Background: an optimization exercise with open tools, aiming at small area. Do not read the settings as production practice.
RTL that was checked went through simulation tests only; none was proved equivalent to the original.
The RTL of run 1 was laid out without a check of its function.
Power figures rest on the tool's default switching activity, not on a simulated workload.

==> flow/design.v, too long to show whole: its modules and the start of the top module <==
// module custom_alu_top: 28 lines
// module custom_alu: 382 lines
// module custom_alu_row0: 10 lines
// module custom_alu_row1: 12 lines
// module custom_alu_row2: 14 lines
// module custom_alu_row3: 16 lines
// module custom_alu_row4: 18 lines
// module custom_alu_row5: 20 lines
// module custom_alu_row6: 22 lines
// module custom_alu_row7: 24 lines
// module custom_alu_row8: 54 lines
// module custom_alu_row9: 58 lines
// module custom_alu_row10: 66 lines
// module custom_alu_row11: 70 lines
// module custom_alu_row12: 76 lines
// module custom_alu_row13: 80 lines
// module custom_alu_row14: 90 lines
// module custom_alu_row15: 94 lines
// module custom_alu_row16: 100 lines
// module custom_alu_row17: 104 lines
// module custom_alu_row18: 112 lines
// module custom_alu_row19: 116 lines
// module custom_alu_row20: 122 lines
// module custom_alu_row21: 126 lines
// module custom_alu_row22: 136 lines
// module custom_alu_row23: 140 lines
// module custom_alu_row24: 146 lines
// module custom_alu_row25: 150 lines
// module custom_alu_row26: 158 lines
// module custom_alu_row27: 162 lines
// module custom_alu_row28: 168 lines
// module custom_alu_row29: 172 lines
// module custom_alu_row30: 184 lines
// module custom_alu_pg: 4 lines
// module custom_alu_go_ppp_p: 3 lines
// module custom_alu_gp_pppp_p: 4 lines
module custom_alu_top(
    input             CLK,
    input      [31:0] RA,
    input      [31:0] RB,
    input      [4:0]  ALU_OP,
    output reg [31:0] Y,
    output reg        C
    );
  // ...
==> flow/run.sh <==
#!/bin/bash
# synth_recipe.tcl (not shown) runs the flow's synth.tcl, then flattens the netlist and writes it again
# the make line also repeats each setting of config.mk as NAME=value (left out here)
make -C /OpenROAD-flow-scripts/flow DESIGN_CONFIG=/design/flow/config.mk WORK_HOME=/design/flow/orfs CLKGATE_MAP_FILE= SYNTH_SCRIPT=/design/flow/synth_recipe.tcl finish
==> flow/config.mk <==
export PLATFORM = sky130hd
export DESIGN_NAME = custom_alu_top
export DESIGN_NICKNAME = custom_alu_top
export VERILOG_FILES = /design/flow/design.v
export SDC_FILE = /design/flow/constraint.sdc
export NUM_CORES = 4
export LEC_CHECK = 0
export CAP_MARGIN = 20
export CORE_MARGIN = 2
export CORE_UTILIZATION = 55
export CTS_CLUSTER_DIAMETER = 60
export CTS_CLUSTER_SIZE = 10
export SLEW_MARGIN = 20
export SYNTH_HIERARCHICAL = 1
==> flow/constraint.sdc <==
create_clock -name core_clock -period 75.0 [get_ports {CLK}]
set_input_delay 15.0000 -clock core_clock [delete_from_list [all_inputs] [get_ports {CLK}]]
set_output_delay 15.0000 -clock core_clock [all_outputs]
set_load 0.01 [all_outputs]
==> summary.txt, run 1 <==
* Sequential cell area share at about 5.8%
* Layout area overhead at 8.41%
* Non-clock buffer share at 6.11%
* Synthesized net count at around 4,300
* Worst path depth at between 300 and 400
* Worst path buffer plus inverter count at 28
* Post-CTS setup-driven buffer insertion count at 0
* Total area of multi-input combinational cells at between 20,000 and 30,000 sq um
* Wire length per cell at ~28 microns
* CTS buffer count at 9
* Fraction of the core area covered by cells at the end of the flow at around three fifths
* Slew Limit Fails at 0
* Clock group at 0.0000480 W
* Cell kind with the greatest summed area: multi-input gates
* Via count of the first global-routing pass at about 30,000
* Inserted tap cell count at slightly below 800
* Worst setup margin at ~2700 ps
* Met2 Resource Use GR at between 60 and 70%
* Top cell family by delay on the critical path: compound AO/OA/AOI/OAI gates
* Global-route wire length before repair at 188,000 microns
* Most common library cell in the layout ignoring fill and taps: a21o_1
* Number of gates resized after cts at 3
* Met2 Wirelength at approximately 56,000 microns
* Later-pin clock latency in the skew report at around 380 ps
* Status: finished clean
* Number of failing hold endpoints at the final stage at 0
* Iteration count of the initial detailed-routing pass at 7
* Via density at between 6 and 7
* Launch point of the worst hold path: ra_q[27]
* Highest achievable clock rate at 13.8 MHz
* Number of ordinary and repair buffers in the finished layout at roughly 230
==> module custom_alu_row4, before the edit <==
module custom_alu_row4(input [4:0] x, input [4:0] y, input ci, input ms, input en, output [4:0] r, output qo);
    wire [5:0] a_c;
    wire [4:0] a_s;
    assign a_c[0] = ci;
    assign a_s[0] = x[0] ^ y[0] ^ a_c[0];
    assign a_c[1] = (x[0] & y[0]) | (a_c[0] & (x[0] ^ y[0]));
    assign a_s[1] = x[1] ^ y[1] ^ a_c[1];
    assign a_c[2] = (x[1] & y[1]) | (a_c[1] & (x[1] ^ y[1]));
    assign a_s[2] = x[2] ^ y[2] ^ a_c[2];
    assign a_c[3] = (x[2] & y[2]) | (a_c[2] & (x[2] ^ y[2]));
    assign a_s[3] = x[3] ^ y[3] ^ a_c[3];
    assign a_c[4] = (x[3] & y[3]) | (a_c[3] & (x[3] ^ y[3]));
    assign a_s[4] = x[4] ^ y[4] ^ a_c[4];
    assign a_c[5] = (x[4] & y[4]) | (a_c[4] & (x[4] ^ y[4]));
    assign qo = en & ~(a_c[5]);
    wire sel = ms | qo;
    assign r = ~(sel ? {a_s[4], a_s[3], a_s[2], a_s[1], a_s[0]} : x);    
endmodule
==> module custom_alu_row5, before the edit <==
module custom_alu_row5(input [5:0] x, input [5:0] y, input ci, input ms, input en, output [5:0] r, output qo);
    wire [6:0] a_c;
    wire [5:0] a_s;
    assign a_c[0] = ci;
    assign a_s[0] = x[0] ^ y[0] ^ a_c[0];
    assign a_c[1] = (x[0] & y[0]) | (a_c[0] & (x[0] ^ y[0]));
    assign a_s[1] = x[1] ^ y[1] ^ a_c[1];
    assign a_c[2] = (x[1] & y[1]) | (a_c[1] & (x[1] ^ y[1]));
    assign a_s[2] = x[2] ^ y[2] ^ a_c[2];
    assign a_c[3] = (x[2] & y[2]) | (a_c[2] & (x[2] ^ y[2]));
    assign a_s[3] = x[3] ^ y[3] ^ a_c[3];
    assign a_c[4] = (x[3] & y[3]) | (a_c[3] & (x[3] ^ y[3]));
    assign a_s[4] = x[4] ^ y[4] ^ a_c[4];
    assign a_c[5] = (x[4] & y[4]) | (a_c[4] & (x[4] ^ y[4]));
    assign a_s[5] = x[5] ^ y[5] ^ a_c[5];
    assign a_c[6] = (x[5] & y[5]) | (a_c[5] & (x[5] ^ y[5]));
    assign qo = en & (a_c[6]);
    wire sel = ms | qo;
    assign r = ~(sel ? {a_s[5], a_s[4], a_s[3], a_s[2], a_s[1], a_s[0]} : x);    
endmodule
==> module custom_alu_row6, before the edit <==
module custom_alu_row6(input [6:0] x, input [6:0] y, input ci, input ms, input en, output [6:0] r, output qo);
    wire [7:0] a_c;
    wire [6:0] a_s;
    assign a_c[0] = ci;
    assign a_s[0] = x[0] ^ y[0] ^ a_c[0];
    assign a_c[1] = (x[0] & y[0]) | (a_c[0] & (x[0] ^ y[0]));
    assign a_s[1] = x[1] ^ y[1] ^ a_c[1];
    assign a_c[2] = (x[1] & y[1]) | (a_c[1] & (x[1] ^ y[1]));
    assign a_s[2] = x[2] ^ y[2] ^ a_c[2];
    assign a_c[3] = (x[2] & y[2]) | (a_c[2] & (x[2] ^ y[2]));
    assign a_s[3] = x[3] ^ y[3] ^ a_c[3];
    assign a_c[4] = (x[3] & y[3]) | (a_c[3] & (x[3] ^ y[3]));
    assign a_s[4] = x[4] ^ y[4] ^ a_c[4];
    assign a_c[5] = (x[4] & y[4]) | (a_c[4] & (x[4] ^ y[4]));
    assign a_s[5] = x[5] ^ y[5] ^ a_c[5];
    assign a_c[6] = (x[5] & y[5]) | (a_c[5] & (x[5] ^ y[5]));
    assign a_s[6] = x[6] ^ y[6] ^ a_c[6];
    assign a_c[7] = (x[6] & y[6]) | (a_c[6] & (x[6] ^ y[6]));
    assign qo = en & ~(a_c[7]);
    wire sel = ms | qo;
    assign r = ~(sel ? {a_s[6], a_s[5], a_s[4], a_s[3], a_s[2], a_s[1], a_s[0]} : x);    
endmodule
==> module custom_alu_row7, before the edit <==
module custom_alu_row7(input [7:0] x, input [7:0] y, input ci, input ms, input en, output [7:0] r, output qo);
    wire [8:0] a_c;
    wire [7:0] a_s;
    assign a_c[0] = ci;
    assign a_s[0] = x[0] ^ y[0] ^ a_c[0];
    assign a_c[1] = (x[0] & y[0]) | (a_c[0] & (x[0] ^ y[0]));
    assign a_s[1] = x[1] ^ y[1] ^ a_c[1];
    assign a_c[2] = (x[1] & y[1]) | (a_c[1] & (x[1] ^ y[1]));
    assign a_s[2] = x[2] ^ y[2] ^ a_c[2];
    assign a_c[3] = (x[2] & y[2]) | (a_c[2] & (x[2] ^ y[2]));
    assign a_s[3] = x[3] ^ y[3] ^ a_c[3];
    assign a_c[4] = (x[3] & y[3]) | (a_c[3] & (x[3] ^ y[3]));
    assign a_s[4] = x[4] ^ y[4] ^ a_c[4];
    assign a_c[5] = (x[4] & y[4]) | (a_c[4] & (x[4] ^ y[4]));
    assign a_s[5] = x[5] ^ y[5] ^ a_c[5];
    assign a_c[6] = (x[5] & y[5]) | (a_c[5] & (x[5] ^ y[5]));
    assign a_s[6] = x[6] ^ y[6] ^ a_c[6];
    assign a_c[7] = (x[6] & y[6]) | (a_c[6] & (x[6] ^ y[6]));
    assign a_s[7] = x[7] ^ y[7] ^ a_c[7];
    assign a_c[8] = (x[7] & y[7]) | (a_c[7] & (x[7] ^ y[7]));
    assign qo = en & (a_c[8]);
    wire sel = ms | qo;
    assign r = ~(sel ? {a_s[7], a_s[6], a_s[5], a_s[4], a_s[3], a_s[2], a_s[1], a_s[0]} : x);    
endmodule
==> run 2, diff against run 1 <==
--- a/flow/design.v
+++ b/flow/design.v
@@ -463,88 +463,164 @@
     assign r = ~(sel ? {a_s[3], a_s[2], a_s[1], a_s[0]} : x);    
 endmodule
 module custom_alu_row4(input [4:0] x, input [4:0] y, input ci, input ms, input en, output [4:0] r, output qo);
-    wire [5:0] a_c;
-    wire [4:0] a_s;
-    assign a_c[0] = ci;
-    assign a_s[0] = x[0] ^ y[0] ^ a_c[0];
-    assign a_c[1] = (x[0] & y[0]) | (a_c[0] & (x[0] ^ y[0]));
-    assign a_s[1] = x[1] ^ y[1] ^ a_c[1];
-    assign a_c[2] = (x[1] & y[1]) | (a_c[1] & (x[1] ^ y[1]));
-    assign a_s[2] = x[2] ^ y[2] ^ a_c[2];
-    assign a_c[3] = (x[2] & y[2]) | (a_c[2] & (x[2] ^ y[2]));
-    assign a_s[3] = x[3] ^ y[3] ^ a_c[3];
-    assign a_c[4] = (x[3] & y[3]) | (a_c[3] & (x[3] ^ y[3]));
-    assign a_s[4] = x[4] ^ y[4] ^ a_c[4];
-    assign a_c[5] = (x[4] & y[4]) | (a_c[4] & (x[4] ^ y[4]));
-    assign qo = en & ~(a_c[5]);
+    wire [5:0] a_p, a_g;
+    assign a_p[0] = 1'b0;
+    assign a_g[0] = ci;
+    custom_alu_pg a_pg0 (.a(x[0]), .b(y[0]), .p(a_p[1]), .g(a_g[1]));
+    custom_alu_pg a_pg1 (.a(x[1]), .b(y[1]), .p(a_p[2]), .g(a_g[2]));
+    custom_alu_pg a_pg2 (.a(x[2]), .b(y[2]), .p(a_p[3]), .g(a_g[3]));
+    custom_alu_pg a_pg3 (.a(x[3]), .b(y[3]), .p(a_p[4]), .g(a_g[4]));
+    custom_alu_pg a_pg4 (.a(x[4]), .b(y[4]), .p(a_p[5]), .g(a_g[5]));
+    wire a_G0_1;
+    custom_alu_go_ppp_p a_G0_1_u (.gh(a_g[1]), .ph(a_p[1]), .gl(a_g[0]), .g(a_G0_1));
+    wire a_G0_3, a_P0_3;
+    custom_alu_gp_pppp_p a_G0_3_u (.gh(a_g[3]), .ph(a_p[3]), .gl(a_g[2]), .pl(a_p[2]), .g(a_G0_3), .p(a_P0_3));
+    wire a_G0_5, a_P0_5;
+    custom_alu_gp_pppp_p a_G0_5_u (.gh(a_g[5]), .ph(a_p[5]), .gl(a_g[4]), .pl(a_p[4]), .g(a_G0_5), .p(a_P0_5));
+    wire a_G1_3;
+    custom_alu_go_ppp_p a_G1_3_u (.gh(a_G0_3), .ph(a_P0_3), .gl(a_G0_1), .g(a_G1_3));
+    wire a_G2_5;
+    custom_alu_go_ppp_p a_G2_5_u (.gh(a_G0_5), .ph(a_P0_5), .gl(a_G1_3), .g(a_G2_5));
+    wire a_G3_2;
+    custom_alu_go_ppp_p a_G3_2_u (.gh(a_g[2]), .ph(a_p[2]), .gl(a_G0_1), .g(a_G3_2));
+    wire a_G3_4;
+    custom_alu_go_ppp_p a_G3_4_u (.gh(a_g[4]), .ph(a_p[4]), .gl(a_G1_3), .g(a_G3_4));
+    wire a_s0 = a_p[1] ^ a_g[0];
+    wire a_s1 = a_p[2] ^ a_G0_1;
+    wire a_s2 = a_p[3] ^ a_G3_2;
+    wire a_s3 = a_p[4] ^ a_G1_3;
+    wire a_s4 = a_p[5] ^ a_G3_4;
+    assign qo = en & ~(a_G2_5);
     wire sel = ms | qo;
-    assign r = ~(sel ? {a_s[4], a_s[3], a_s[2], a_s[1], a_s[0]} : x);    
+    assign r = ~(sel ? {a_s4, a_s3, a_s2, a_s1, a_s0} : x);    
 endmodule
 module custom_alu_row5(input [5:0] x, input [5:0] y, input ci, input ms, input en, output [5:0] r, output qo);
-    wire [6:0] a_c;
-    wire [5:0] a_s;
-    assign a_c[0] = ci;
-    assign a_s[0] = x[0] ^ y[0] ^ a_c[0];
-    assign a_c[1] = (x[0] & y[0]) | (a_c[0] & (x[0] ^ y[0]));
-    assign a_s[1] = x[1] ^ y[1] ^ a_c[1];
-    assign a_c[2] = (x[1] & y[1]) | (a_c[1] & (x[1] ^ y[1]));
-    assign a_s[2] = x[2] ^ y[2] ^ a_c[2];
-    assign a_c[3] = (x[2] & y[2]) | (a_c[2] & (x[2] ^ y[2]));
-    assign a_s[3] = x[3] ^ y[3] ^ a_c[3];
-    assign a_c[4] = (x[3] & y[3]) | (a_c[3] & (x[3] ^ y[3]));
-    assign a_s[4] = x[4] ^ y[4] ^ a_c[4];
-    assign a_c[5] = (x[4] & y[4]) | (a_c[4] & (x[4] ^ y[4]));
-    assign a_s[5] = x[5] ^ y[5] ^ a_c[5];
-    assign a_c[6] = (x[5] & y[5]) | (a_c[5] & (x[5] ^ y[5]));
-    assign qo = en & (a_c[6]);
+    wire [6:0] a_p, a_g;
+    assign a_p[0] = 1'b0;
+    assign a_g[0] = ci;
+    custom_alu_pg a_pg0 (.a(x[0]), .b(y[0]), .p(a_p[1]), .g(a_g[1]));
+    custom_alu_pg a_pg1 (.a(x[1]), .b(y[1]), .p(a_p[2]), .g(a_g[2]));
+    custom_alu_pg a_pg2 (.a(x[2]), .b(y[2]), .p(a_p[3]), .g(a_g[3]));
+    custom_alu_pg a_pg3 (.a(x[3]), .b(y[3]), .p(a_p[4]), .g(a_g[4]));
+    custom_alu_pg a_pg4 (.a(x[4]), .b(y[4]), .p(a_p[5]), .g(a_g[5]));
+    custom_alu_pg a_pg5 (.a(x[5]), .b(y[5]), .p(a_p[6]), .g(a_g[6]));
+    wire a_G0_1;
+    custom_alu_go_ppp_p a_G0_1_u (.gh(a_g[1]), .ph(a_p[1]), .gl(a_g[0]), .g(a_G0_1));
+    wire a_G0_3, a_P0_3;
+    custom_alu_gp_pppp_p a_G0_3_u (.gh(a_g[3]), .ph(a_p[3]), .gl(a_g[2]), .pl(a_p[2]), .g(a_G0_3), .p(a_P0_3));
+    wire a_G0_5, a_P0_5;
+    custom_alu_gp_pppp_p a_G0_5_u (.gh(a_g[5]), .ph(a_p[5]), .gl(a_g[4]), .pl(a_p[4]), .g(a_G0_5), .p(a_P0_5));
+    wire a_G1_3;
+    custom_alu_go_ppp_p a_G1_3_u (.gh(a_G0_3), .ph(a_P0_3), .gl(a_G0_1), .g(a_G1_3));
+    wire a_G2_5;
+    custom_alu_go_ppp_p a_G2_5_u (.gh(a_G0_5), .ph(a_P0_5), .gl(a_G1_3), .g(a_G2_5));
+    wire a_G3_2;
+    custom_alu_go_ppp_p a_G3_2_u (.gh(a_g[2]), .ph(a_p[2]), .gl(a_G0_1), .g(a_G3_2));
+    wire a_G3_4;
+    custom_alu_go_ppp_p a_G3_4_u (.gh(a_g[4]), .ph(a_p[4]), .gl(a_G1_3), .g(a_G3_4));
+    wire a_G3_6;
+    custom_alu_go_ppp_p a_G3_6_u (.gh(a_g[6]), .ph(a_p[6]), .gl(a_G2_5), .g(a_G3_6));
+    wire a_s0 = a_p[1] ^ a_g[0];
+    wire a_s1 = a_p[2] ^ a_G0_1;
+    wire a_s2 = a_p[3] ^ a_G3_2;
+    wire a_s3 = a_p[4] ^ a_G1_3;
+    wire a_s4 = a_p[5] ^ a_G3_4;
+    wire a_s5 = a_p[6] ^ a_G2_5;
+    assign qo = en & (a_G3_6);
     wire sel = ms | qo;
-    assign r = ~(sel ? {a_s[5], a_s[4], a_s[3], a_s[2], a_s[1], a_s[0]} : x);    
+    assign r = ~(sel ? {a_s5, a_s4, a_s3, a_s2, a_s1, a_s0} : x);    
 endmodule
 module custom_alu_row6(input [6:0] x, input [6:0] y, input ci, input ms, input en, output [6:0] r, output qo);
-    wire [7:0] a_c;
-    wire [6:0] a_s;
-    assign a_c[0] = ci;
-    assign a_s[0] = x[0] ^ y[0] ^ a_c[0];
-    assign a_c[1] = (x[0] & y[0]) | (a_c[0] & (x[0] ^ y[0]));
-    assign a_s[1] = x[1] ^ y[1] ^ a_c[1];
-    assign a_c[2] = (x[1] & y[1]) | (a_c[1] & (x[1] ^ y[1]));
-    assign a_s[2] = x[2] ^ y[2] ^ a_c[2];
-    assign a_c[3] = (x[2] & y[2]) | (a_c[2] & (x[2] ^ y[2]));
-    assign a_s[3] = x[3] ^ y[3] ^ a_c[3];
-    assign a_c[4] = (x[3] & y[3]) | (a_c[3] & (x[3] ^ y[3]));
-    assign a_s[4] = x[4] ^ y[4] ^ a_c[4];
-    assign a_c[5] = (x[4] & y[4]) | (a_c[4] & (x[4] ^ y[4]));
-    assign a_s[5] = x[5] ^ y[5] ^ a_c[5];
-    assign a_c[6] = (x[5] & y[5]) | (a_c[5] & (x[5] ^ y[5]));
-    assign a_s[6] = x[6] ^ y[6] ^ a_c[6];
-    assign a_c[7] = (x[6] & y[6]) | (a_c[6] & (x[6] ^ y[6]));
-    assign qo = en & ~(a_c[7]);
+    wire [7:0] a_p, a_g;
+    assign a_p[0] = 1'b0;
+    assign a_g[0] = ci;
+    custom_alu_pg a_pg0 (.a(x[0]), .b(y[0]), .p(a_p[1]), .g(a_g[1]));
+    custom_alu_pg a_pg1 (.a(x[1]), .b(y[1]), .p(a_p[2]), .g(a_g[2]));
+    custom_alu_pg a_pg2 (.a(x[2]), .b(y[2]), .p(a_p[3]), .g(a_g[3]));
+    custom_alu_pg a_pg3 (.a(x[3]), .b(y[3]), .p(a_p[4]), .g(a_g[4]));
+    custom_alu_pg a_pg4 (.a(x[4]), .b(y[4]), .p(a_p[5]), .g(a_g[5]));
+    custom_alu_pg a_pg5 (.a(x[5]), .b(y[5]), .p(a_p[6]), .g(a_g[6]));
+    custom_alu_pg a_pg6 (.a(x[6]), .b(y[6]), .p(a_p[7]), .g(a_g[7]));
+    wire a_G0_1;
+    custom_alu_go_ppp_p a_G0_1_u (.gh(a_g[1]), .ph(a_p[1]), .gl(a_g[0]), .g(a_G0_1));
+    wire a_G0_3, a_P0_3;
+    custom_alu_gp_pppp_p a_G0_3_u (.gh(a_g[3]), .ph(a_p[3]), .gl(a_g[2]), .pl(a_p[2]), .g(a_G0_3), .p(a_P0_3));
+    wire a_G0_5, a_P0_5;
+    custom_alu_gp_pppp_p a_G0_5_u (.gh(a_g[5]), .ph(a_p[5]), .gl(a_g[4]), .pl(a_p[4]), .g(a_G0_5), .p(a_P0_5));
+    wire a_G0_7, a_P0_7;
+    custom_alu_gp_pppp_p a_G0_7_u (.gh(a_g[7]), .ph(a_p[7]), .gl(a_g[6]), .pl(a_p[6]), .g(a_G0_7), .p(a_P0_7));
+    wire a_G1_3;
+    custom_alu_go_ppp_p a_G1_3_u (.gh(a_G0_3), .ph(a_P0_3), .gl(a_G0_1), .g(a_G1_3));
+    wire a_G1_7, a_P1_7;
+    custom_alu_gp_pppp_p a_G1_7_u (.gh(a_G0_7), .ph(a_P0_7), .gl(a_G0_5), .pl(a_P0_5), .g(a_G1_7), .p(a_P1_7));
+    wire a_G2_7;
+    custom_alu_go_ppp_p a_G2_7_u (.gh(a_G1_7), .ph(a_P1_7), .gl(a_G1_3), .g(a_G2_7));
+    wire a_G3_5;
+    custom_alu_go_ppp_p a_G3_5_u (.gh(a_G0_5), .ph(a_P0_5), .gl(a_G1_3), .g(a_G3_5));
+    wire a_G4_2;
+    custom_alu_go_ppp_p a_G4_2_u (.gh(a_g[2]), .ph(a_p[2]), .gl(a_G0_1), .g(a_G4_2));
+    wire a_G4_4;
+    custom_alu_go_ppp_p a_G4_4_u (.gh(a_g[4]), .ph(a_p[4]), .gl(a_G1_3), .g(a_G4_4));
+    wire a_G4_6;
+    custom_alu_go_ppp_p a_G4_6_u (.gh(a_g[6]), .ph(a_p[6]), .gl(a_G3_5), .g(a_G4_6));
+    wire a_s0 = a_p[1] ^ a_g[0];
+    wire a_s1 = a_p[2] ^ a_G0_1;
+    wire a_s2 = a_p[3] ^ a_G4_2;
+    wire a_s3 = a_p[4] ^ a_G1_3;
+    wire a_s4 = a_p[5] ^ a_G4_4;
+    wire a_s5 = a_p[6] ^ a_G3_5;
+    wire a_s6 = a_p[7] ^ a_G4_6;
+    assign qo = en & ~(a_G2_7);
     wire sel = ms | qo;
-    assign r = ~(sel ? {a_s[6], a_s[5], a_s[4], a_s[3], a_s[2], a_s[1], a_s[0]} : x);    
+    assign r = ~(sel ? {a_s6, a_s5, a_s4, a_s3, a_s2, a_s1, a_s0} : x);    
 endmodule
 module custom_alu_row7(input [7:0] x, input [7:0] y, input ci, input ms, input en, output [7:0] r, output qo);
-    wire [8:0] a_c;
-    wire [7:0] a_s;
-    assign a_c[0] = ci;
-    assign a_s[0] = x[0] ^ y[0] ^ a_c[0];
-    assign a_c[1] = (x[0] & y[0]) | (a_c[0] & (x[0] ^ y[0]));
-    assign a_s[1] = x[1] ^ y[1] ^ a_c[1];
-    assign a_c[2] = (x[1] & y[1]) | (a_c[1] & (x[1] ^ y[1]));
-    assign a_s[2] = x[2] ^ y[2] ^ a_c[2];
-    assign a_c[3] = (x[2] & y[2]) | (a_c[2] & (x[2] ^ y[2]));
-    assign a_s[3] = x[3] ^ y[3] ^ a_c[3];
-    assign a_c[4] = (x[3] & y[3]) | (a_c[3] & (x[3] ^ y[3]));
-    assign a_s[4] = x[4] ^ y[4] ^ a_c[4];
-    assign a_c[5] = (x[4] & y[4]) | (a_c[4] & (x[4] ^ y[4]));
-    assign a_s[5] = x[5] ^ y[5] ^ a_c[5];
-    assign a_c[6] = (x[5] & y[5]) | (a_c[5] & (x[5] ^ y[5]));
-    assign a_s[6] = x[6] ^ y[6] ^ a_c[6];
-    assign a_c[7] = (x[6] & y[6]) | (a_c[6] & (x[6] ^ y[6]));
-    assign a_s[7] = x[7] ^ y[7] ^ a_c[7];
-    assign a_c[8] = (x[7] & y[7]) | (a_c[7] & (x[7] ^ y[7]));
-    assign qo = en & (a_c[8]);
+    wire [8:0] a_p, a_g;
+    assign a_p[0] = 1'b0;
+    assign a_g[0] = ci;
+    custom_alu_pg a_pg0 (.a(x[0]), .b(y[0]), .p(a_p[1]), .g(a_g[1]));
+    custom_alu_pg a_pg1 (.a(x[1]), .b(y[1]), .p(a_p[2]), .g(a_g[2]));
+    custom_alu_pg a_pg2 (.a(x[2]), .b(y[2]), .p(a_p[3]), .g(a_g[3]));
+    custom_alu_pg a_pg3 (.a(x[3]), .b(y[3]), .p(a_p[4]), .g(a_g[4]));
+    custom_alu_pg a_pg4 (.a(x[4]), .b(y[4]), .p(a_p[5]), .g(a_g[5]));
+    custom_alu_pg a_pg5 (.a(x[5]), .b(y[5]), .p(a_p[6]), .g(a_g[6]));
+    custom_alu_pg a_pg6 (.a(x[6]), .b(y[6]), .p(a_p[7]), .g(a_g[7]));
+    custom_alu_pg a_pg7 (.a(x[7]), .b(y[7]), .p(a_p[8]), .g(a_g[8]));
+    wire a_G0_1;
+    custom_alu_go_ppp_p a_G0_1_u (.gh(a_g[1]), .ph(a_p[1]), .gl(a_g[0]), .g(a_G0_1));
+    wire a_G0_3, a_P0_3;
+    custom_alu_gp_pppp_p a_G0_3_u (.gh(a_g[3]), .ph(a_p[3]), .gl(a_g[2]), .pl(a_p[2]), .g(a_G0_3), .p(a_P0_3));
+    wire a_G0_5, a_P0_5;
+    custom_alu_gp_pppp_p a_G0_5_u (.gh(a_g[5]), .ph(a_p[5]), .gl(a_g[4]), .pl(a_p[4]), .g(a_G0_5), .p(a_P0_5));
+    wire a_G0_7, a_P0_7;
+    custom_alu_gp_pppp_p a_G0_7_u (.gh(a_g[7]), .ph(a_p[7]), .gl(a_g[6]), .pl(a_p[6]), .g(a_G0_7), .p(a_P0_7));
+    wire a_G1_3;
+    custom_alu_go_ppp_p a_G1_3_u (.gh(a_G0_3), .ph(a_P0_3), .gl(a_G0_1), .g(a_G1_3));
+    wire a_G1_7, a_P1_7;
+    custom_alu_gp_pppp_p a_G1_7_u (.gh(a_G0_7), .ph(a_P0_7), .gl(a_G0_5), .pl(a_P0_5), .g(a_G1_7), .p(a_P1_7));
+    wire a_G2_7;
+    custom_alu_go_ppp_p a_G2_7_u (.gh(a_G1_7), .ph(a_P1_7), .gl(a_G1_3), .g(a_G2_7));
+    wire a_G3_5;
+    custom_alu_go_ppp_p a_G3_5_u (.gh(a_G0_5), .ph(a_P0_5), .gl(a_G1_3), .g(a_G3_5));
+    wire a_G4_2;
+    custom_alu_go_ppp_p a_G4_2_u (.gh(a_g[2]), .ph(a_p[2]), .gl(a_G0_1), .g(a_G4_2));
+    wire a_G4_4;
+    custom_alu_go_ppp_p a_G4_4_u (.gh(a_g[4]), .ph(a_p[4]), .gl(a_G1_3), .g(a_G4_4));
+    wire a_G4_6;
+    custom_alu_go_ppp_p a_G4_6_u (.gh(a_g[6]), .ph(a_p[6]), .gl(a_G3_5), .g(a_G4_6));
+    wire a_G4_8;
+    custom_alu_go_ppp_p a_G4_8_u (.gh(a_g[8]), .ph(a_p[8]), .gl(a_G2_7), .g(a_G4_8));
+    wire a_s0 = a_p[1] ^ a_g[0];
+    wire a_s1 = a_p[2] ^ a_G0_1;
+    wire a_s2 = a_p[3] ^ a_G4_2;
+    wire a_s3 = a_p[4] ^ a_G1_3;
+    wire a_s4 = a_p[5] ^ a_G4_4;
+    wire a_s5 = a_p[6] ^ a_G3_5;
+    wire a_s6 = a_p[7] ^ a_G4_6;
+    wire a_s7 = a_p[8] ^ a_G2_7;
+    assign qo = en & (a_G4_8);
     wire sel = ms | qo;
-    assign r = ~(sel ? {a_s[7], a_s[6], a_s[5], a_s[4], a_s[3], a_s[2], a_s[1], a_s[0]} : x);    
+    assign r = ~(sel ? {a_s7, a_s6, a_s5, a_s4, a_s3, a_s2, a_s1, a_s0} : x);    
 endmodule
 module custom_alu_row8(input [8:0] x, input [8:0] y, input ci, input ms, input en, output [8:0] r, output qo);
     wire [9:0] a_p, a_g;
==> flow/flow/run.sh (new file) <==
#!/bin/bash
# Standard layout, except that the port buffers use the smallest buffer cell
# (sky130_fd_sc_hd__buf_1) instead of the one buffer_ports picks by default,
# and ORFS's power recovery (downsizing cells on paths with slack) runs after
# global routing.
set -e
export BUFFER_PORTS_ARGS="-buffer_cell sky130_fd_sc_hd__buf_1"
export RECOVER_POWER=100
bash standard.sh > standard_sh.log 2>&1
==> flow/standard.sh (new file) <==
#!/bin/bash
# synth_recipe.tcl (not shown) runs the flow's synth.tcl, then flattens the netlist and writes it again
# the make line also repeats each setting of config.mk as NAME=value (left out here)
make -C /OpenROAD-flow-scripts/flow DESIGN_CONFIG=/design/flow/config.mk WORK_HOME=/design/flow/orfs CLKGATE_MAP_FILE= SYNTH_SCRIPT=/design/flow/synth_recipe.tcl "${@:-finish}"
--- a/flow/config.mk
+++ b/flow/config.mk
@@ -7,7 +7,7 @@
 export LEC_CHECK = 0
 export CAP_MARGIN = 20
 export CORE_MARGIN = 2
-export CORE_UTILIZATION = 55
+export CORE_UTILIZATION = 40
 export CTS_CLUSTER_DIAMETER = 60
 export CTS_CLUSTER_SIZE = 10
 export SLEW_MARGIN = 20
removed: flow/run.sh
==> run 2 against run 1 <==
- core utilization shrank 18 points
- first-iteration DRC count shrank 13%
- global-route usage shrank 13 points
- synthesized cell count grew 0.92%
- non-clock buffer count shrank 54
- wire length shrank 7.2%
- final cell count grew 5.9%
- count of clock-buffer cells in the layout is the same
- sequential share of layout area grew 0.10 points
- fmax grew 1.9%
- critical endpoint unchanged
- largest cell class unchanged
- largest power group unchanged
==> summary.txt, run 2 <==
* Status: finished clean
* Sequential share of power at 8.5%
* Most common library cell in the layout ignoring fill and taps: a21o_1
* Clock skew after layout at between 15 and 20 ps
* Startpoint-to-endpoint class of the critical path: reg2reg
* Portion of total power attributed to combinational logic at a little under nine tenths
* Clock-pin slew reported for the worst setup and hold paths after clock tree synthesis at ~80 ps
* Worst path max stage delay at between 700 and 800 ps
* Shortest clock period the worst path allows after layout at 70,930 ps
* Number of cells produced by synthesis at around 3,700
* Post-detail-place hpwl at between 90,000 and 100,000 microns
* Relative contribution of the clock network to total power at ~6%
* Initial antenna violation count at 1
* CP dominant cell by count: a21o_1
* Iteration count of the initial detailed-routing pass at 6 (-1)
* Yosys warnings at 8
* Final cell count without fillers at 4,892
* Slew HR at 21.3%
* CTS buffer count at 9 (unchanged)
* Instance count after placement with tap cells included at 4,861
* Worst slew pin tran at roughly 1200 ps
* Cell types occupying the most area after synthesis: a21o_1 20%, ha_1 20%, mux2i_1 16%
* Count of different cell masters after synthesis at 74
* Layout cells sized above 1 at between 4 and 5%
* Die ar. at ~85,000 sq um
* Most used flip-flop cell after synthesis: dfxtp_1
* CP Capture Type: flop
* Clock buffer depth at 2
* Later-pin clock latency in the skew report at 390 ps (about the same)
* Arrival time of data at the critical path endpoint at 71,190 ps
* Class of the tightest hold or removal check: reg2reg
* IR Drop Worst-Case VDD at 0.0133 mV
* Clock Tree Root: clkbuf_16
* Core Rows at roughly 110
* Total area of multi-input combinational cells at 29,900 sq um (+0.86%)
* Via density at 6.00 (-9.4%)
* Switching power total at 0.000444 W
* Unrepaired setup endpoints after global routing: false
* Cell accounting for the most synthesized area: a21o_1
* Fraction of the core area covered by cells at the end of the flow at 42.5% (-18 points)
* Remaining number of nets flagged by the antenna check after routing at 0
* Number of max-capacitance violations reported at 0
* Seq. cell area at 2040 sq um
* Clock sink count at roughly 100
* Count of input and output buffers at roughly 100
* Most frequent cell after synthesis: a21o_1
* Via count of the first global-routing pass at 28,104 (-6.6%)
* Wire length per cell at 24.7 microns (-12%)
* Number of failing hold endpoints at the final stage at 0 (unchanged)
* Standby leakage power at 22.8 nW
* Placeable core area at between 80,000 and 90,000 sq um
* Startpoint kind of the worst setup timing path: flop
* Total I/O pin count at just over 100
* Total power divided by cell area at between 20 and 25 nW/um^2
* Post-synthesis instance area at about 33,000 sq um
* Count of flip-flops with a built-in enable after synthesis at 0
* Highest achievable clock rate at 14.1 MHz (+1.9%)
* Global-route wire length before repair at 178,000 microns (-5.4%)
* H-tree levels at 3
* Commonest cells post-synth: 887 x a21o_1, 524 x mux2i_1, 520 x ha_1, 499 x xor2_1, 404 x and2_1
* Fraction of synthesized cell area taken by the top area cell type at between 20 and 25%
* Violation count after the first detailed-route iteration at 2,304
* Drt drc at 0
* Combined global-route utilization of all metal layers at roughly 27%
* Hold Worst Slack at 962 ps
* CTS tree: done
* Register area share after synthesis at under 10%
* Worst-path cell with the longest stage delay: dfxtp_1
* Top cell family by delay on the critical path: compound AO/OA/AOI/OAI gates
* Effective utilization at floorplan at approximately 40%
* Synthesized flop and latch total at about 100
* Y dimension of the die at a little under 300 microns
* Net switching fraction of the power at 51.8%
* Mean instance size in the synthesized netlist at 8.83 sq um
* Congestion Overflow GR at 0
* Worst path buffer plus inverter count at 7 (-75%)
* Synthesized net count at 4,338 (+0.79%)
* Nets@finish at roughly 4,400
* Final RePlAce weighted congestion at ~1
* Vias post-DR at slightly below 30,000
* # setup viols final at 0
* DIE WIDTH at about 290 microns
* Commonest cells after routing, fill and taps aside: 887 x a21o_1, 524 x mux2i_1, 520 x ha_1
* Largest net degree at the start of global routing at 55
* Int Pwr at 0.000414 W
* Async SR Flop Fraction at 0%
* Filler cells at just over 8,000
* Share of the clock period used by the worst path at a little over nine tenths
* Slew Limit Fails at 0 (unchanged)
* TNS Setup at 0 ps
* Peak fanout along the critical path at 54
* Routed wire length at between 100,000 and 150,000 microns
* Layout area overhead at 5.48%
* Data required time at the worst endpoint at around 75,000 ps
* Registers with the most flip-flops: Y: 32 flops, ra_q: 32 flops, rb_q: 32 flops
[run 2: changes by cell type after synthesis, moves of 12 or more]
cell / before / now
xor2_1: 473 / 499
and2_1: 392 / 404
mux2i_1: 508 / 524
fa_1: 36 / 10
a21o_1: 849 / 887
ha_1: 494 / 520
inv_1: 94 / 52
mux2_2: 16 / 0
[run 2: final cells by class]
| class | instances | area share, % |
|---|---|---|
| multi-input cells | 3472 | 86.0 |
| flip-flops and latches | 102 | 5.87 |
| well taps | 1070 | 3.85 |
| repair buffers | 177 | 2.81 |
| clock buffers | 9 | 0.647 |
| inverters | 52 | 0.561 |
| clock inverters | 7 | 0.248 |
| diodes | 3 | 0.0216 |
[run 2: final timing paths]
| kind | from | endpoint | slack, ps | cells past startpoint |
|---|---|---|---|---|
| worst min-delay path | ra_q[28] | Y[28] | 960 | 3 |
| worst min register to register | ra_q[28] | Y[28] | 960 | 3 |
| worst max register to register | op_q[2] | C | 4070 | 282 |
| worst max-delay path | op_q[2] | C | 4070 | 282 |
[run 2: power groups by stage]
stage	Sequential (W)	Combinational [W]	Clock (W)
after CTS	0.0000724	0.000724	0.0000526
after floorplan	0.0000736	0.000557	0
after global placement	0.0000734	0.000717	0
final	0.0000729	0.000735	0.0000507
after global routing	0.0000732	0.000804	0.0000537
after detailed placement	0.0000735	0.000719	0
[run 2: worst min-delay path: cells and delay by family (launching register included)]
kind,cells,cell delay (ps)
muxes,1,130
AOI/OAI and AO/OA,2,330
DFF,1,470
[run 2: through the flow]
step           worst slack, ps  cell area (sq um)  total power [W]
4_1_cts                   2130              34600         0.000849
6_report                  4070              34800         0.000859
2_1_floorplan            15650              33000         0.000630
5_1_grt                    214              34800         0.000931
3_3_place_gp              3340              34300         0.000791
3_5_place_dp              2340              34300         0.000793
[run 2: cells by family (layout without fill, tap and decap cells)]
family | after synthesis | after routing | share of synthesized area (%)
compound gates | 1140 | 1143 | 26.1
xor+xnor | 520 | 520 | 13.8
fa+ha+maj | 530 | 530 | 20.3
buf+inv | 169 | 245 | 3.54
flops | 102 | 102 | 6.19
mux | 528 | 528 | 16.1
other cells | 0 | 3 | 0
simple gates | 749 | 751 | 14.0
[run 2: routing by layer]
metal  share of wire (%)  track usage (%)  routed length (microns)
met1                  43             35.3                    52200
met2                  43             44.1                    52500
met5               0.011                0                       13
met4                 5.9             13.6                     7130
met3                 7.6             4.82                     9160
[run 2: what timing repair did]
action | in CTS | in global routing
endpoints found under the setup margin | 0 | 31
hold buffers | 0 | 0
setup buffers | 0 | 6
gates resized for setup | 0 | 4
[run 2: per-module statistics from Yosys, one instance, submodules excluded, excerpt]
module            cells  area, sq um  copies in the design  flip-flops and latches
custom_alu_row30     67          661                     1                       0
custom_alu_row29     65          632                     1                       0
custom_alu_row27     61          593                     1                       0
custom_alu_row21     48          467                     1                       0
custom_alu_row18     41          410                     1                       0
custom_alu_row16     37          373                     1                       0
custom_alu_row14     33          335                     1                       0
custom_alu_row10     25          251                     1                       0
==> run 3, diff against run 2 <==
==> flow/flow/run.sh (replaced) <==
#!/bin/bash
# Standard layout, except that the port buffers use the smallest buffer cell
# (sky130_fd_sc_hd__buf_1) instead of the one buffer_ports picks by default.
set -e
export BUFFER_PORTS_ARGS="-buffer_cell sky130_fd_sc_hd__buf_1"
bash standard.sh > standard_sh.log 2>&1
--- a/flow/config.mk
+++ b/flow/config.mk
@@ -5,10 +5,10 @@
 export SDC_FILE = /design/flow/constraint.sdc
 export NUM_CORES = 4
 export LEC_CHECK = 0
-export CAP_MARGIN = 20
+export CAP_MARGIN = 0
 export CORE_MARGIN = 2
 export CORE_UTILIZATION = 40
 export CTS_CLUSTER_DIAMETER = 60
 export CTS_CLUSTER_SIZE = 10
-export SLEW_MARGIN = 20
+export SLEW_MARGIN = 0
 export SYNTH_HIERARCHICAL = 1
==> run 3 against run 2 <==
- still clean
- design area barely moved
- count of clock-buffer cells in the layout did not move
- sequential power barely moved
- synthesized cell count did not move
- clock skew barely moved
- combinational power barely moved
- setup slack improved by 73 ps
- fmax rose by 0.10%
- area after synthesis did not move
- critical path depth fell by 1
- critical path type unchanged
- highest routed layer unchanged
==> summary.txt, run 3 <==
* Register-to-register setup slack at 4140 ps (+70 ps)
* Remaining number of nets flagged by the antenna check after routing at 0 (unchanged)
* CP dominant cell by count: a21o_1
* Top cell family by delay on the critical path: compound AO/OA/AOI/OAI gates
* Wire length per cell at 24.8 microns (+0.17%)
* Core Rows at 105 (unchanged)
* Register area share after synthesis at 6.19% (unchanged)
* Class of the tightest hold or removal check: reg2reg
* Congestion Overflow GR at 0 (unchanged)
* Clock skew after layout at 16.6 ps (+0.245 ps)
* Most used flip-flop cell after synthesis: dfxtp_1
* Worst slew pin tran at 1200 ps (+34.1 ps)
* Startpoint-to-endpoint class of the critical path: reg2reg
* Clock-pin slew reported for the worst setup and hold paths after clock tree synthesis at 80 ps (about the same)
* Startpoint kind of the worst setup timing path: flop
* Count of flip-flops with a built-in enable after synthesis at 0 (unchanged)
* Synthesized net count at 4,338 (unchanged)
* Yosys warnings at 8 (unchanged)
* Via density at 6.02 (+0.31%)
* Total power divided by cell area at 24.7 nW/um^2 (about the same)
* Hold Worst Slack at 958 ps (-4.84 ps)
* TNS Setup at 0 ps (unchanged)
* Status: finished clean
* Arrival time of data at the critical path endpoint at 71,120 ps (-70 ps)
* Most frequent cell after synthesis: a21o_1
* Slew Limit Fails at 0 (unchanged)
* Commonest cells post-synth: 887 x a21o_1, 524 x mux2i_1, 520 x ha_1, 499 x xor2_1, 404 x and2_1
* Cell accounting for the most synthesized area: a21o_1
* Layout cells sized above 1 at 4.90% (+0.026 points)
* Post-synthesis instance area at 33,000 sq um (unchanged)
* Worst-path cell with the longest stage delay: dfxtp_1
* Vias post-DR at 29,426 (+0.31%)
* Mean instance size in the synthesized netlist at 8.83 sq um (unchanged)
* Unrepaired setup endpoints after global routing: false
* Most common library cell in the layout ignoring fill and taps: a21o_1
* Synthesized flop and latch total at 102 (unchanged)
* # setup viols final at 0 (unchanged)
* Clock Tree Root: clkbuf_16
* Count of different cell masters after synthesis at 74 (unchanged)
* Clock buffer depth at 2 (unchanged)
* Number of failing hold endpoints at the final stage at 0 (unchanged)
* Combined global-route utilization of all metal layers at 27.5% (unchanged)
* Number of cells produced by synthesis at 3,738 (unchanged)
* Drt drc at 0 (unchanged)
* Worst path buffer plus inverter count at 6 (-1)
* Effective utilization at floorplan at 40.3% (unchanged)
* Total I/O pin count at 103 (unchanged)
* Iteration count of the initial detailed-routing pass at 8 (+2)
* DIE WIDTH at 291 microns (unchanged)
* Initial antenna violation count at 1 (unchanged)
* Global-route wire length before repair at 178,000 microns (unchanged)
* Post-detail-place hpwl at 93,900 microns (unchanged)
* Commonest cells after routing, fill and taps aside: 887 x a21o_1, 524 x mux2i_1, 520 x ha_1
* Count of input and output buffers at 102 (unchanged)
* Y dimension of the die at 291 microns (unchanged)
* CTS tree: done
* IR Drop Worst-Case VDD at 0.0133 mV (about the same)
* Data required time at the worst endpoint at 75,260 ps (about the same)
* Standby leakage power at 22.8 nW (about the same)
* Slew HR at 19.0% (-2.3 points)
* Layout area overhead at 5.46% (about the same)
* Via count of the first global-routing pass at 28,104 (unchanged)
* Fraction of synthesized cell area taken by the top area cell type at 20.2% (unchanged)
* Later-pin clock latency in the skew report at 390 ps (about the same)
* Placeable core area at 81,800 sq um (unchanged)
* Largest net degree at the start of global routing at 55 (unchanged)
* Nets@finish at 4,414 (unchanged)
* Clock sink count at 102 (unchanged)
* Highest achievable clock rate at 14.1 MHz (+0.10%)
* Routed wire length at 121,000 microns (+0.17%)
* Shortest clock period the worst path allows after layout at 70,860 ps (-72.8 ps)
* H-tree levels at 3 (unchanged)
* Die ar. at 84,800 sq um (unchanged)
* Registers with the most flip-flops: Y: 32 flops, ra_q: 32 flops, rb_q: 32 flops
* Peak fanout along the critical path at 54 (unchanged)
* Cell types occupying the most area after synthesis: a21o_1 20%, ha_1 20%, mux2i_1 16%
* Share of the clock period used by the worst path at 94.5% (-0.097 points)
* Violation count after the first detailed-route iteration at 2,431 (+5.5%)
* CP Capture Type: flop
* Final RePlAce weighted congestion at 1.02 (unchanged)
* Async SR Flop Fraction at 0% (unchanged)
* CTS buffer count at 9 (unchanged)
* Number of max-capacitance violations reported at 0 (unchanged)
* Worst path max stage delay at 730 ps (about the same)
## run 3: cell counts after synthesis
No cell type changed its count.
## run 3: path summary, 6_finish.rpt
| kind | start | end | depth (start not counted) |
|---|---|---|---|
| min | ra_q[28] | Y[28] | 3 |
| min reg2reg | ra_q[28] | Y[28] | 3 |
| max | op_q[2] | C | 281 |
| max reg2reg | op_q[2] | C | 281 |
## run 3: cell families (layout without fill, tap and decap cells)
family	after synthesis	in the layout	synth area share, %
adder cells (fa/ha/maj)	530	530	20.3
multiplexers	528	528	16.1
AO/OA/AOI/OAI	1140	1144	26.1
XOR/XNOR	520	520	13.8
AND/OR/NAND/NOR	749	751	14.0
flip-flops	102	102	6.19
buffers and inverters	169	244	3.54
other	0	3	0
## run 3: per-layer routing
metal,global-route usage [%],vias to the layer above,routed length [microns]
met3,4.82,295,8760
li1,-,14058,-
met1,35.3,13966,52600
met2,44.1,1105,52800
met4,13.6,2,7020
met5,0,-,13
## run 3: per-stage QoR
step	util (%)	area [sq um]	cells	worst slack, ps	total power, W
floorplan	-	33000	3738	15650	0.000630
global placement	41.9	34300	4861	3340	0.000791
detailed placement	41.9	34300	4861	2340	0.000793
CTS	42.3	34600	4877	2130	0.000849
global route	42.5	34800	4889	289	0.000931
finish	42.5	34800	4892	4140	0.000859
## run 3: power breakdown
group | internal, W | switching, W | total [W]
logic | 0.000326 | 0.000410 | 0.000736
clock network | 0.0000240 | 0.0000268 | 0.0000508
registers | 0.0000646 | 0.00000831 | 0.0000729
## run 3: tightest hold or removal path, cell delays in order (launching register included)
cell     delay (ps)
dfxtp_1         470
mux2i_1         120
o21ai_0         160
a221o_1         170
## run 3: cell type report
type                            count  area, sq um
Clock inverter                      7         86.3
Tap cell                         1070         1340
Fill cell                        8254        47100
Multi-Input combinational cell   3473        29900
Sequential cell                   102         2040
Timing Repair Buffer              176          951
Antenna cell                        3         7.51
Clock buffer                        9          225
Inverter                           52          195
## run 3: repair_timing
| action | CTS | global route |
|---|---|---|
| hold buffers | 0 | 0 |
| setup endpoints to repair | 0 | 31 |
| buffers inserted | 0 | 6 |
| gates resized for setup | 0 | 5 |
## run 3: Yosys stat by module, one instance, submodules excluded, excerpt
module                area [sq um]  flip-flops and latches  times used  cells inside
custom_alu                    4580                       0           1           756
custom_alu_row27               593                       0           1            61
custom_alu_row23               504                       0           1            52
custom_alu_row19               414                       0           1            44
custom_alu_row16               373                       0           1            37
custom_alu_row15               344                       0           1            35
custom_alu_row14               335                       0           1            33
custom_alu_row12               298                       0           1            29
custom_alu_row10               251                       0           1            25
custom_alu_row8                203                       0           1            20
custom_alu_row4                128                       0           1            12
custom_alu_row2                118                       0           1            11
custom_alu_row0               55.1                       0           1             7
custom_alu_gp_pppp_p          13.8                       0         368             2
custom_alu_pg                 12.5                       0         518             1
==> run 4, diff against run 3 <==
==> flow/run.sh (new file) <==
#!/bin/bash
# synth_recipe.tcl (not shown) runs the flow's synth.tcl, then flattens the netlist and writes it again
# the make line also repeats each setting of config.mk as NAME=value (left out here)
make -C /OpenROAD-flow-scripts/flow DESIGN_CONFIG=/design/flow/config.mk WORK_HOME=/design/flow/orfs CLKGATE_MAP_FILE= SYNTH_SCRIPT=/design/flow/synth_recipe.tcl finish
--- a/flow/config.mk
+++ b/flow/config.mk
@@ -5,10 +5,10 @@
 export SDC_FILE = /design/flow/constraint.sdc
 export NUM_CORES = 4
 export LEC_CHECK = 0
-export CAP_MARGIN = 0
+export CAP_MARGIN = 20
 export CORE_MARGIN = 2
 export CORE_UTILIZATION = 40
 export CTS_CLUSTER_DIAMETER = 60
 export CTS_CLUSTER_SIZE = 10
-export SLEW_MARGIN = 0
+export SLEW_MARGIN = 20
 export SYNTH_HIERARCHICAL = 1
removed: flow/flow/run.sh
removed: flow/standard.sh
==> run 4 against run 3 <==
- still clean on timing, DRC and antenna
- critical endpoint unchanged
- design area grew 1.9%
- first-iteration DRC count grew 2.6%
- sequential cell count is the same
- worst hold slack gained 1.1 ps
- wire length is essentially flat
- via count shrank 0.43%
- clock skew grew 8.7 ps
- clock power shrank 4%
- final cell count is the same
- sequential share of layout area shrank 0.11 points
- combinational power grew 2%
==> summary.txt, run 4 <==
* Number of max-capacitance violations reported at 0 (unchanged)
* Iteration count of the initial detailed-routing pass at 6 (-2)
* Clock skew after layout at 25.3 ps (+8.67 ps)
* Fraction of the mapped netlist area in adder cells at 20.3% (unchanged)
* Data required time at the worst endpoint at 75,250 ps (about the same)
* Congestion Overflow GR at 0 (unchanged)
* Yosys warnings at 8 (unchanged)
* Total I/O pin count at 103 (unchanged)
* Slew Limit Fails at 0 (unchanged)
* Commonest cells post-synth: 887 x a21o_1, 524 x mux2i_1, 520 x ha_1, 499 x xor2_1, 404 x and2_1
* Via count of the first global-routing pass at 28,287 (+0.65%)
* Wire length per cell at 24.8 microns (about the same)
* Count of input and output buffers at 102 (unchanged)
* Registers with the most flip-flops: Y: 32 flops, ra_q: 32 flops, rb_q: 32 flops
* Final RePlAce weighted congestion at 1.04 (+1.8%)
* Worst path max stage delay at 710 ps (-20 ps)
* Worst slew pin tran at 1240 ps (+36.9 ps)
* # setup viols final at 0 (unchanged)
* # diodes at 0 (-3)
* Largest net degree at the start of global routing at 55 (unchanged)
* CP dominant cell by count: a21o_1
* IR Drop Worst-Case VDD at 0.0117 mV (-12%)
* Total area of multi-input combinational cells at 29,900 sq um (about the same)
* Fraction of synthesized cell area taken by the top area cell type at 20.2% (unchanged)
* Layout area overhead at 7.46%
* Clock sink count at 102 (unchanged)
* Number of cells produced by synthesis at 3,738 (unchanged)
* Fraction of the core area covered by cells at the end of the flow at 43.3% (+0.80 points)
* Launch point of the worst hold path: ra_q[31]
* Cell accounting for the most synthesized area: a21o_1
* Count of different cell masters after synthesis at 74 (unchanged)
* Filler cells at 8,085 (-2.0%)
* Shortest clock period the worst path allows after layout at 71,110 ps (+250 ps)
* Drt drc at 0 (unchanged)
* Placeable core area at 81,800 sq um (unchanged)
* Most used flip-flop cell after synthesis: dfxtp_1
* Mean instance size in the synthesized netlist at 8.83 sq um (unchanged)
* Class of the tightest hold or removal check: reg2reg
* Area share of xor/xnor cells in the synthesized design at 13.8% (unchanged)
* Combined global-route utilization of all metal layers at 27.5% (+0.058 points)
* Post-detail-place hpwl at 94,300 microns (+0.52%)
* Commonest cells after routing, fill and taps aside: 887 x a21o_1, 524 x mux2i_1, 520 x ha_1
* CTS buffer count at 9 (unchanged)
* Synthesized net count at 4,338 (unchanged)
* Hold Worst Slack at 959 ps (+1.08 ps)
* Share of the clock period used by the worst path at 94.8% (+0.33 points)
* Effective utilization at floorplan at 40.3% (unchanged)
* Clock-pin slew reported for the worst setup and hold paths after clock tree synthesis at 80 ps (about the same)
* Initial antenna violation count at 2 (+1)
* Status: finished clean
* Post-synthesis instance area at 33,000 sq um (unchanged)
* Remaining number of nets flagged by the antenna check after routing at 0 (unchanged)
* Cell types occupying the most area after synthesis: a21o_1 20%, ha_1 20%, mux2i_1 16%
* Via density at 5.99 (-0.43%)
* Register area share after synthesis at 6.19% (unchanged)
* Synthesized flop and latch total at 102 (unchanged)
* Vias post-DR at 29,300 (-0.43%)
* Y dimension of the die at 291 microns (unchanged)
* Startpoint-to-endpoint class of the critical path: reg2reg
* Number of failing hold endpoints at the final stage at 0 (unchanged)
* Share of cell area taken by muxes after synthesis at 16.1% (unchanged)
* Routed wire length at 121,000 microns (about the same)
* Clock buffer depth at 2 (unchanged)
* Reg-to-reg endpoint: C
* Highest achievable clock rate at 14.1 MHz (-0.35%)
* End point of the worst hold path: Y[31]
* CP Capture Type: flop
* Launch point of the worst reg-to-reg path: op_q[2]
* Nets@finish at 4,417 (+0.068%)
* Violation count after the first detailed-route iteration at 2,494 (+2.6%)
* Area fraction in compound gates after synthesis at 26.1% (unchanged)
* Total power divided by cell area at 24.6 nW/um^2 (-0.51%)
* R2R cell count at 283 (+0.71%)
* Count of flip-flops with a built-in enable after synthesis at 0 (unchanged)
* Slew HR at 16.4% (-2.6 points)
* Top cell family by delay on the critical path: compound AO/OA/AOI/OAI gates
* H-tree levels at 3 (unchanged)
* Largest family of logic cells by synthesized area: compound AO/OA/AOI/OAI gates
* Seq. cell area at 2040 sq um (unchanged)
* Worst Hold Path Cells at 3 (unchanged)
* Arrival time of data at the critical path endpoint at 71,360 ps (+240 ps)
* Register-to-register setup slack at 3890 ps (-250 ps)
* Worst path buffer plus inverter count at 8 (+2)
* Standby leakage power at 23.1 nW (+1.3%)
* Global-route wire length before repair at 178,000 microns (+0.27%)
* Unrepaired setup endpoints after global routing: false
* Startpoint kind of the worst setup timing path: flop
* TNS Setup at 0 ps (unchanged)
* Most frequent cell after synthesis: a21o_1
* DIE WIDTH at 291 microns (unchanged)
* Most common library cell in the layout ignoring fill and taps: a21o_1
* Die ar. at 84,800 sq um (unchanged)
* Clock Tree Root: clkbuf_16
* Peak fanout along the critical path at 54 (unchanged)
* Worst-path cell with the longest stage delay: dfxtp_1
* Post-synthesis share of cell area spent on and, or, nand and nor gates at 14.0% (unchanged)
* Async SR Flop Fraction at 0% (unchanged)
* Core Rows at 105 (unchanged)
* Later-pin clock latency in the skew report at 390 ps (about the same)
* CTS tree: done
* Layout cells sized above 1 at 4.97% (+0.075 points)
run 4: cell counts after synthesis:
Identical to the previous run, type by type.
run 4: repair_timing:
item	in CTS	in global routing
gates resized for setup	0	5
endpoints found under the setup margin	0	31
buffers inserted	0	8
hold buffers	0	0
run 4: worst max-delay path by stage:
stage | startpoint | end | slack, ps | depth (start not counted)
2_1_floorplan | op_q[4] | C | 15650 | 300
3_3_place_gp | op_q[2] | C | 2890 | 279
3_5_place_dp | op_q[2] | C | 2340 | 279
4_1_cts | op_q[2] | C | 2070 | 279
5_1_grt | op_q[2] | C | 5 | 282
6_report | op_q[2] | C | 3890 | 283
run 4: logic make-up after synthesis:
| family | after synthesis |
|---|---|
| AO/OA/AOI/OAI | 1140 |
| flip-flops | 102 |
| adder cells (fa/ha/maj) | 530 |
| XOR/XNOR | 520 |
| AND/OR/NAND/NOR | 749 |
| buffers and inverters | 169 |
| multiplexers | 528 |
run 4: final cells by class:
class	count	share of cell area (%)
Multi-Input combinational cell	3472	84.5
Sequential cell	102	5.76
Timing Repair Buffer	180	4.62
Tap cell	1070	3.78
Clock buffer	9	0.635
Inverter	52	0.551
Clock inverter	7	0.191
run 4: worst reg2reg max path: cells and delay by family, from the launching register on:
| family | cells | cell delay [ps] |
|---|---|---|
| muxes | 31 | 10590 |
| buffers and inverters | 8 | 2200 |
| DFF | 1 | 710 |
| and+or+nand+nor | 70 | 14380 |
| adders and majority gates | 34 | 10710 |
| AOI/OAI and AO/OA | 140 | 32320 |
run 4: power breakdown:
part           internal (W)  switching, W
clock             0.0000234     0.0000255
sequential        0.0000646    0.00000844
combinational      0.000338      0.000411
run 4: per-module statistics from Yosys (local to each module, per instance), a selection:
module | cells inside | flip-flops and latches | cell area, sq um
custom_alu_row16 | 37 | 0 | 373
custom_alu_row20 | 46 | 0 | 459
custom_alu_row0 | 7 | 0 | 55.1
custom_alu_row29 | 65 | 0 | 632
custom_alu_row17 | 40 | 0 | 385
custom_alu_row6 | 16 | 0 | 165
custom_alu_row15 | 35 | 0 | 344
custom_alu_row19 | 44 | 0 | 414
custom_alu_row9 | 23 | 0 | 215
custom_alu_row7 | 18 | 0 | 174
custom_alu_row5 | 14 | 0 | 136
custom_alu_row4 | 12 | 0 | 128
custom_alu_row23 | 52 | 0 | 504
run 4: routing by layer:
layer / GRT usage, % / vias to the layer above / wire, microns
met2: 43.5 / 1038 / 52600
met3: 4.50 / 288 / 8140
li1: - / 14015 / -
met1: 35.8 / 13959 / 52800
met4: 14.4 / 0 / 7550
met5: 0 / - / 0
run 4: through the flow:
stage	power, W	instance area (sq um)	setup WS, ps	std cells
6_report	0.000871	35400	3890	4892
5_1_grt	0.000944	35400	4.82	4892
4_1_cts	0.000861	35300	2070	4878
3_5_place_dp	0.000807	35000	2340	4862
3_3_place_gp	0.000806	35000	2890	4862
2_1_floorplan	0.000630	33000	15650	3738

static timing again, ports no longer ideal:
In the flow no input, the clock included, has a driving cell. The finished layouts below were timed again as built, in two steps.
Step 1 assumes that a clkbuf_16 drives the clock port and a buf_2 every other input.
Step 2 times the ports against the registers' clock, not the clock port: input delays grow and output delays shrink by t, the midpoint of the rising clock arrivals with the driver on.
Three values: ideal, step 1, step 2; two values: the first two.
run | t, ns | setup WS [ns] | hold WS [ns] | worst slew at a driven data input, ns | pins driven straight from the clock port
run 1 | 0.417 | 2.735 / 2.735 / 2.735 | 0.805 / 0.805 / 0.805 | 0.06 | 1
run 2 | 0.437 | 4.071 / 4.071 / 4.071 | 0.962 / 0.962 / 0.962 | 0.05 | 1
run 3 | 0.436 | 4.143 / 4.143 / 4.143 | 0.958 / 0.958 / 0.958 | 0.05 | 1
run 4 | 0.438 | 3.893 / 3.893 / 3.893 | 0.959 / 0.959 / 0.959 | 0.06 | 1
After both steps setup and hold are still met in every run listed.
